Source: an optimization exercise on an open RTL-to-GDS flow (aim: small area, a short achievable clock period and few clock cycles). Production flows keep margins and buffers that such runs may drop.
In this exercise RTL edits were held to simulation tests only and were not proved equivalent to the original.
Power is estimated from default activity; no workload was simulated.

==> flow/design.v <==
`timescale 1ns / 1ps
module seq_core(
    input 		rst,    
    input		clk,
    output reg [(10)-1:0] pc,
    input  [(16)-1:0] instruction,
    output reg read,   
    output reg write,  
    output reg[(10)-1:0]	address,
    input wire[(32)-1:0]	data_in,
    output reg[(32)-1:0] data_out,
    output halted   
);
reg [(32)-1:0] reg_block [0:(8)-1];
wire [(32)-1:0] mem_buff = data_in;
assign halted = (instruction[15:9] == (7'b1111111));
always @(posedge clk) begin
    if (1'b0 == rst) begin
        pc <= 1'd0;
        reg_block[0] <= 0;
        reg_block[1] <= 0;
        reg_block[2] <= 0;
        reg_block[3] <= 0;
        reg_block[4] <= 0;
        reg_block[5] <= 0;
        reg_block[6] <= 0;
        reg_block[7] <= 0;
    end
    else begin    
        if (instruction[15:9] != (7'b1111111)) begin
            pc <= pc + 10'd1;
        end
        casex(instruction[15:9])
        (7'b0000000):       ;
        (7'b0000001):       reg_block[instruction[8:6]] <= reg_block[instruction[5:3]] + reg_block[instruction[2:0]];
        (7'b0000010):      reg_block[instruction[8:6]] <= reg_block[instruction[5:3]] + reg_block[instruction[2:0]];
        (7'b0000011):       reg_block[instruction[8:6]] <= reg_block[instruction[5:3]] - reg_block[instruction[2:0]];
        (7'b0000100):      reg_block[instruction[8:6]] <= reg_block[instruction[5:3]] - reg_block[instruction[2:0]];
        (7'b0000101):       reg_block[instruction[8:6]] <= reg_block[instruction[5:3]] & reg_block[instruction[2:0]];
        (7'b0000110):        reg_block[instruction[8:6]] <= reg_block[instruction[5:3]] | reg_block[instruction[2:0]];
        (7'b0000111):       reg_block[instruction[8:6]] <= reg_block[instruction[5:3]] ^ reg_block[instruction[2:0]];
        (7'b0001000):      reg_block[instruction[8:6]] <= ~(reg_block[instruction[5:3]] & reg_block[instruction[2:0]]);
        (7'b0001001):       reg_block[instruction[8:6]] <= ~(reg_block[instruction[5:3]] | reg_block[instruction[2:0]]);
        (7'b0001010):      reg_block[instruction[8:6]] <= ~(reg_block[instruction[5:3]] ^ reg_block[instruction[2:0]]);
        (7'b0001011):    reg_block[instruction[8:6]] <= reg_block[instruction[8:6]] >> instruction[5:0];
        (7'b0001100):   reg_block[instruction[8:6]] <= $signed(reg_block[instruction[8:6]]) >>> instruction[5:0]; 
        (7'b0001101):    reg_block[instruction[8:6]] <= reg_block[instruction[8:6]] << instruction[5:0];
        (7'b0101xxx):       pc <= reg_block[instruction[2:0]];
        (7'b0110xxx):      pc <= pc + instruction[5:0];
        (7'b0111xxx):   case (instruction[11:9])
                        (3'b000): if (1'b1 == reg_block[instruction[8:6]][(32)-1]) begin
                            pc <= reg_block[instruction[2:0]];
                            end
                        (3'b001): if (1'b0 == reg_block[instruction[8:6]][(32)-1]) begin
                            pc <= reg_block[instruction[2:0]];
                            end
                        (3'b010): if (reg_block[instruction[8:6]] == 0) begin
                            pc <= reg_block[instruction[2:0]];
                            end
                        (3'b011): if (reg_block[instruction[8:6]] != 0) begin
                             pc <= reg_block[instruction[2:0]];
                             end            
                    endcase
        (7'b1000xxx):  case (instruction[11:9])
                        (3'b000): if (1'b1 == reg_block[instruction[8:6]][(32)-1]) begin
                            pc <= pc + instruction[5:0];
                            end
                        (3'b001): if (1'b0 == reg_block[instruction[8:6]][(32)-1]) begin
                            pc <= pc + instruction[5:0];
                            end
                         (3'b010): if (reg_block[instruction[8:6]] == 0) begin
                             pc <= pc + instruction[5:0];
                             end
                         (3'b011): if (reg_block[instruction[8:6]] != 0) begin
                              pc <= pc + instruction[5:0];
                              end            
                    endcase
         (7'b00111xx):     reg_block[instruction[10:8]] <= mem_buff;
         (7'b01000xx):    begin
                    reg_block[instruction[10:8]] <= {reg_block[instruction[10:8]][(32) - 1:0], instruction[7:0]};
                    end
         (7'b1111111):     pc <= pc;
        endcase
    end
end
always @(*) begin 
    read     = (1'b0);
    write    = (1'b0);
    address  = reg_block[instruction[2:0]][(10) - 1:0];
    data_out = reg_block[instruction[2:0]];
    casex(instruction[15:9]) 
       (7'b00111xx): begin
              read    = (1'b1);
              write   = (1'b0);
              address = reg_block[instruction[2:0]][(10) - 1:0];
              end
       (7'b01001xx): begin
               read     = (1'b0);
               write    = (1'b1);
               address  = reg_block[instruction[10:8]][(10) - 1:0];
               data_out = reg_block[instruction[2:0]];
               end
    endcase
end
endmodule
==> flow/run.sh <==
#!/bin/bash
# synth_recipe.tcl (not shown) runs the flow's synth.tcl, then flattens the netlist and writes it again
# the make line also repeats each setting of config.mk as NAME=value (left out here)
make -C /OpenROAD-flow-scripts/flow DESIGN_CONFIG=/design/flow/config.mk WORK_HOME=/design/flow/orfs CLKGATE_MAP_FILE= SYNTH_SCRIPT=/design/flow/synth_recipe.tcl finish
==> flow/config.mk <==
export PLATFORM = sky130hd
export DESIGN_NAME = seq_core
export DESIGN_NICKNAME = seq_core
export VERILOG_FILES = /design/flow/design.v
export SDC_FILE = /design/flow/constraint.sdc
export NUM_CORES = 4
export LEC_CHECK = 0
export CAP_MARGIN = 20
export CORE_MARGIN = 2
export CORE_UTILIZATION = 40
export PLACE_DENSITY = 0.6
export SLEW_MARGIN = 20
==> flow/constraint.sdc <==
create_clock -name core_clock -period 8.5 [get_ports {clk}]
set_input_delay 1.7000 -clock core_clock [delete_from_list [all_inputs] [get_ports {clk}]]
set_output_delay 1.7000 -clock core_clock [all_outputs]
set_load 0.01 [all_outputs]
==> summary.txt <==
- Result of the run: finished clean
- After detailed routing, the average wire length per cell comes to 35.40 um.
- For this run, the leading register cell type out of synthesis is sky130_fd_sc_hd__edfxtp_1.
* Synthesis warning total: 1
* Setup-violating endpoint count in the final report: 0
- Internal power: 3164 uW
- For this block, the via count after detailed routing is 31340.
- Post-layout instance area: 0.03353 sq mm
- The floorplan step defined a die boundary enclosing 0.07806 sq mm.
* Overall routing resource usage: 38.22%
* Filler cell count in the final layout: 7317
- Final Hold Fails: 0
- Together, buffers and inverters on the worst path number 2.
- When the netlist entered floorplanning its net count stood at 3499.
- The synthesized netlist devotes 4.405% of its cell area to adder and majority cells.
* Hold Path Depth: 1
- IR Drop Worst-Case VDD: 119.2 uV
* Unique masters post-synth: 101
- PostCTS Resize Cnt: 0
- Flop and latch count out of synthesis: 266
- Dividing total power by cell area gives a power density of 160.0 mW/mm^2.
- The floorplan step set the die height to 279.4 um.
- Multiplexer cells account for 26.74% of the synthesized area.
- The min-delay analysis places its worst path in the category flip-flop to flip-flop.
- Clock tree from TritonCTS: built
* Total Routed Length: 152800 um
- Slew @ Worst Pin: 1.163 ns
* Proportion of register bits with asynchronous set or reset after synthesis: 0%
- Gp weighted congestion: 1.049
- Setup total negative slack: 0 ns
- For this design, the slowest cell found on the critical path is sky130_fd_sc_hd__o311ai_0.
- Post-CTS setup buffer count: 0
* Cell family contributing the most delay on the critical path: compound AO/OA/AOI/OAI gates
- Of the total synthesized cell area, the portion taken by XOR and XNOR cells is 1.237%.
- Detailed placement finished with a half-perimeter wire length of 110500 um.
* Syn Inst Count: 3344
- Setup repair after global routing left no endpoint under its margin.
- The sequential cells in the finished layout cover a total of 0.007888 sq mm.
- Fraction of final layout cells sized beyond drive strength 1: 16.30%
* CP Max Fanout: 27
- For the worst flop-to-flop path, the logic depth is 16.
* Via count of the first global-routing pass: 28600
- Number of input and output port buffers inserted: 104
- The first global-routing pass estimated 215900 um of wire.
- Antenna violation net count after detailed routing: 0
* Element type at the critical path end: flip-flop
- The core region is 0.07482 sq mm.
- Max_slew headroom: 22.47%
- Data arrives at the worst endpoint at 7.67 ns.
* Start-to-end type of the worst setup path: primary input to flip-flop
- The worst setup path is launched from a primary input.
* Switching component of the power: 2201 uW
- Entering global routing, the biggest net connects 80 pins.
- For this run, design rule violations remaining after detail routing come to 0.
- Data on the critical path is required at its endpoint by 8.76 ns.
* Area post-placement: 0.03236 sq mm
- Setup slack on the critical path of the routed design comes to 1.092 ns.
- Most repeated library cell on the critical path: sky130_fd_sc_hd__mux2i_1
- Floorplan die width: 279.4 um
- Based on the critical path, the design can be clocked at up to 135.0 MHz.
- Main combinational cell family by area after synthesis: multiplexers
* Hold-fix buffers at CTS: 0
* Share of synthesized area occupied by flip-flops and latches: 26.00%
* Post-synthesis compound-gate area fraction: 19.36%
* Overflow left after global routing: 0
- In the finished design, the share of the clock period the worst path needs comes to 87.15%.
- At the end of the flow, the number of nets in the layout was 3474.
- Syn avg cell area: 9.072 sq um
- The tree built by TritonCTS fans out to 266 sinks.
* Post-synthesis simple-gate area fraction: 16.78%
- In the routed layout, each cell is associated on average with a via count of 7.259.
- I/O pin count: 105
- Across the run, the number of max-cap violations was 0.
* Standard-cell rows: 100
- Of the total power, registers draw 29.2%.
- Total power: 5365 uW
* Part of the total power dissipated in combinational logic: 42.4%
- H-Tree Level Count: 2
- Static leakage power: 0.01255 uW
* CTS buffer count: 34
- Final Max Tran Viols: 0
- On the worst path, the slowest cell contributes a delay of 0.84 ns.
- Layout area overhead: 10.52%
* Shortest clock period the worst path allows after layout: 7.408 ns
- Netlist area before placement: 0.03034 sq mm
* Clock Skew: 0.02967 ns
* Area used by multi-input combinational logic: 0.02086 sq mm
- Clock Root Buffer: sky130_fd_sc_hd__clkbuf_16
- Insertion delay to the later sink of the worst-skew pair: 0.56 ns
- Depth of the critical timing path with buffers and inverters included: 17
- Violation count after the first detailed-route iteration: 5585
- Clock tree buffer depth: 3
- 1st-pass router iterations: 8
- The number of antenna violations at the first check in global routing is 8.
- The clock network burns 28.4% of the power.
- Clock transition at path regs: 0.06 ns
- Pre-CTS worst setup slack: 0.8852 ns
- Number of synthesized flops with an enable pin: 256
* Chain of cells forming the critical path: buf_6 -> mux4_2 -> mux2i_1 -> ha_1 -> inv_1 -> fa_1 -> nand2b_1 -> a221oi_1 -> o311ai_0 -> nand3b_1 -> mux2i_1 -> mux2i_1 -> a222oi_1 -> o21ai_0 -> a2111oi_0 -> nor2_1 -> nor2_1
- Net switching is 41.02% of the power.
* Starting utilization of the core area: 40.55%
[worst paths after layout]
check                           startpoint                             end  slack, ns
max reg2reg  reg_block[7][0]$_SDFFCE_PN0P_  reg_block[0][14]$_SDFFCE_PN0P_       2.33
max                         instruction[3]  reg_block[0][14]$_SDFFCE_PN0P_       1.09
min reg2reg             pc[4]$_SDFFE_PN0N_              pc[4]$_SDFFE_PN0N_       0.60
min                     pc[4]$_SDFFE_PN0N_              pc[4]$_SDFFE_PN0N_       0.60
[registers in the layout, indices dropped and copies added (netlist names)]
signal / cells
reg_block: 256
pc: 10
[routing by layer]
layer	vias to the layer above	global-route usage [%]	share of wire [%]
li1	12780	-	-
met5	-	0	0.033
met3	451	12.69	14
met2	2666	55.46	42
met4	10	19.37	6.1
met1	15430	50.81	38
[placed cells by master, fill, tap and decap left out, drive strengths merged, types with 47 or more instances in the layout]
cell type        n
clkdlybuf4s50   93
nor3            84
ha             102
a211oi          47
buf            123
inv            120
mux4           242
nand2          307
nor2           523
nand3           52
edfxtp         256
a21oi          228
mux2            61
o21ai          186
mux2i          194
[final cells by class]
class | count | area share, %
tap | 969 | 3.616
timing repair buffer | 216 | 5.855
antenna | 4 | 0.02986
multi-input combinational | 2684 | 62.22
clock buffer | 39 | 2.657
clock inverter | 22 | 0.7837
inverter | 117 | 1.310
sequential | 266 | 23.53
[cells in the mapped netlist (8+ instances only)]
master	n	area share (%)
sky130_fd_sc_hd__nor2_1	521	6.4
sky130_fd_sc_hd__nand2_1	307	3.8
sky130_fd_sc_hd__edfxtp_1	256	25
sky130_fd_sc_hd__mux4_2	236	18
sky130_fd_sc_hd__a21oi_1	226	3.7
sky130_fd_sc_hd__mux2i_1	192	6.3
sky130_fd_sc_hd__o21ai_0	180	3.0
sky130_fd_sc_hd__clkbuf_1	166	2.1
sky130_fd_sc_hd__inv_1	112	1.4
sky130_fd_sc_hd__ha_1	102	4.2
sky130_fd_sc_hd__nor3_1	84	1.4
sky130_fd_sc_hd__mux2_2	60	2.2
sky130_fd_sc_hd__nand3_1	52	0.86
sky130_fd_sc_hd__buf_1	50	0.62
sky130_fd_sc_hd__a211oi_1	47	1.2
sky130_fd_sc_hd__a31oi_1	40	0.82
sky130_fd_sc_hd__o22ai_1	40	0.82
sky130_fd_sc_hd__and2_1	39	0.80
sky130_fd_sc_hd__o221ai_1	38	1.1
sky130_fd_sc_hd__o211ai_1	34	0.84
sky130_fd_sc_hd__xnor2_1	33	0.95
sky130_fd_sc_hd__buf_2	31	0.51
sky130_fd_sc_hd__a221oi_1	29	0.84
sky130_fd_sc_hd__nor2b_1	24	0.49
sky130_fd_sc_hd__a22oi_1	23	0.57
sky130_fd_sc_hd__a21o_1	22	0.54
sky130_fd_sc_hd__buf_4	21	0.52
sky130_fd_sc_hd__nor4_1	21	0.43
sky130_fd_sc_hd__o31ai_1	20	0.49
sky130_fd_sc_hd__nand4_1	19	0.39
sky130_fd_sc_hd__and3_1	17	0.35
sky130_fd_sc_hd__nand2b_1	17	0.35
sky130_fd_sc_hd__or3_1	16	0.33
sky130_fd_sc_hd__o21bai_1	15	0.37
sky130_fd_sc_hd__a2111oi_0	12	0.35
sky130_fd_sc_hd__a211o_1	12	0.35
sky130_fd_sc_hd__dfxtp_1	10	0.66
sky130_fd_sc_hd__o2111ai_1	10	0.29
sky130_fd_sc_hd__o21a_1	9	0.22
sky130_fd_sc_hd__a221o_1	8	0.26
sky130_fd_sc_hd__a311oi_1	8	0.23
sky130_fd_sc_hd__o311ai_0	8	0.23
sky130_fd_sc_hd__o32ai_1	8	0.23
sky130_fd_sc_hd__or4_1	8	0.20
sky130_fd_sc_hd__xor2_1	8	0.23
[cell families (layout without fill, tap and decap cells)]
group / Yosys count / in the layout
multiplexers: 497 / 497
AND/OR/NAND/NOR: 1160 / 1160
adder cells (fa/ha/maj): 105 / 105
other: 0 / 4
buffers and inverters: 394 / 394
flip-flops: 266 / 266
AO/OA/AOI/OAI: 880 / 880
XOR/XNOR: 42 / 42
[through the flow]
step	utilization [%]	cells	hold WS, ns
2_1_floorplan	-	3344	0.6006
3_3_place_gp	43.25	4252	0.5864
3_5_place_dp	43.25	4252	0.5773
4_1_cts	44.79	4313	0.6003
5_1_grt	44.80	4314	0.6389
6_report	44.81	4317	0.5996
[power by group through the flow]
stage	clock [uW]	sequential, uW	combinational, uW
floorplan	0	1560	1340
global placement	0	1590	2170
detailed placement	0	1590	2150
CTS	1530	1560	2160
global route	1580	1570	2350
finish	1520	1570	2280
[worst register-to-register path, stage by stage, from the launching register on]
cell and delay (ns):
sky130_fd_sc_hd__edfxtp_1 0.41, sky130_fd_sc_hd__mux4_2 0.48, sky130_fd_sc_hd__mux2i_1 0.46, sky130_fd_sc_hd__ha_1 0.30, sky130_fd_sc_hd__inv_1 0.08, sky130_fd_sc_hd__fa_1 0.45, sky130_fd_sc_hd__nand2b_1 0.10, sky130_fd_sc_hd__a221oi_1 0.14
sky130_fd_sc_hd__o311ai_0 0.84, sky130_fd_sc_hd__nand3b_1 0.33, sky130_fd_sc_hd__mux2i_1 0.27, sky130_fd_sc_hd__mux2i_1 0.21, sky130_fd_sc_hd__a222oi_1 0.10, sky130_fd_sc_hd__o21ai_0 0.59, sky130_fd_sc_hd__a2111oi_0 0.35, sky130_fd_sc_hd__nor2_1 0.71
sky130_fd_sc_hd__nor2_1 0.08

[re-timing with driven ports]
The results above use ideal ports. As a check the final layout listed here was re-extracted and re-timed, cells and wires unchanged.
Step 1 sets driving cells, clkbuf_16 on the clock port and buf_2 on the other inputs (assumed; they add their load-dependent delay and slew).
Step 2, shift: input delay + t, output delay - t, t = (earliest + latest rising clock arrival at the registers) / 2. This alone moves slack from input paths to output paths.
Slacks: ideal / step 1 / step 2; pairs: ideal / step 1.
t, ns: 0.609
setup slack, ns: 1.092 / 1.118 / 0.509
worst slew at a driven data input, ns: 0.09
pins driven straight from the clock port: 1
After both steps setup and hold are still met in this run. For this run, drivers alone change the setup slack by +0.026 ns; drivers and shift together by -0.583 ns.
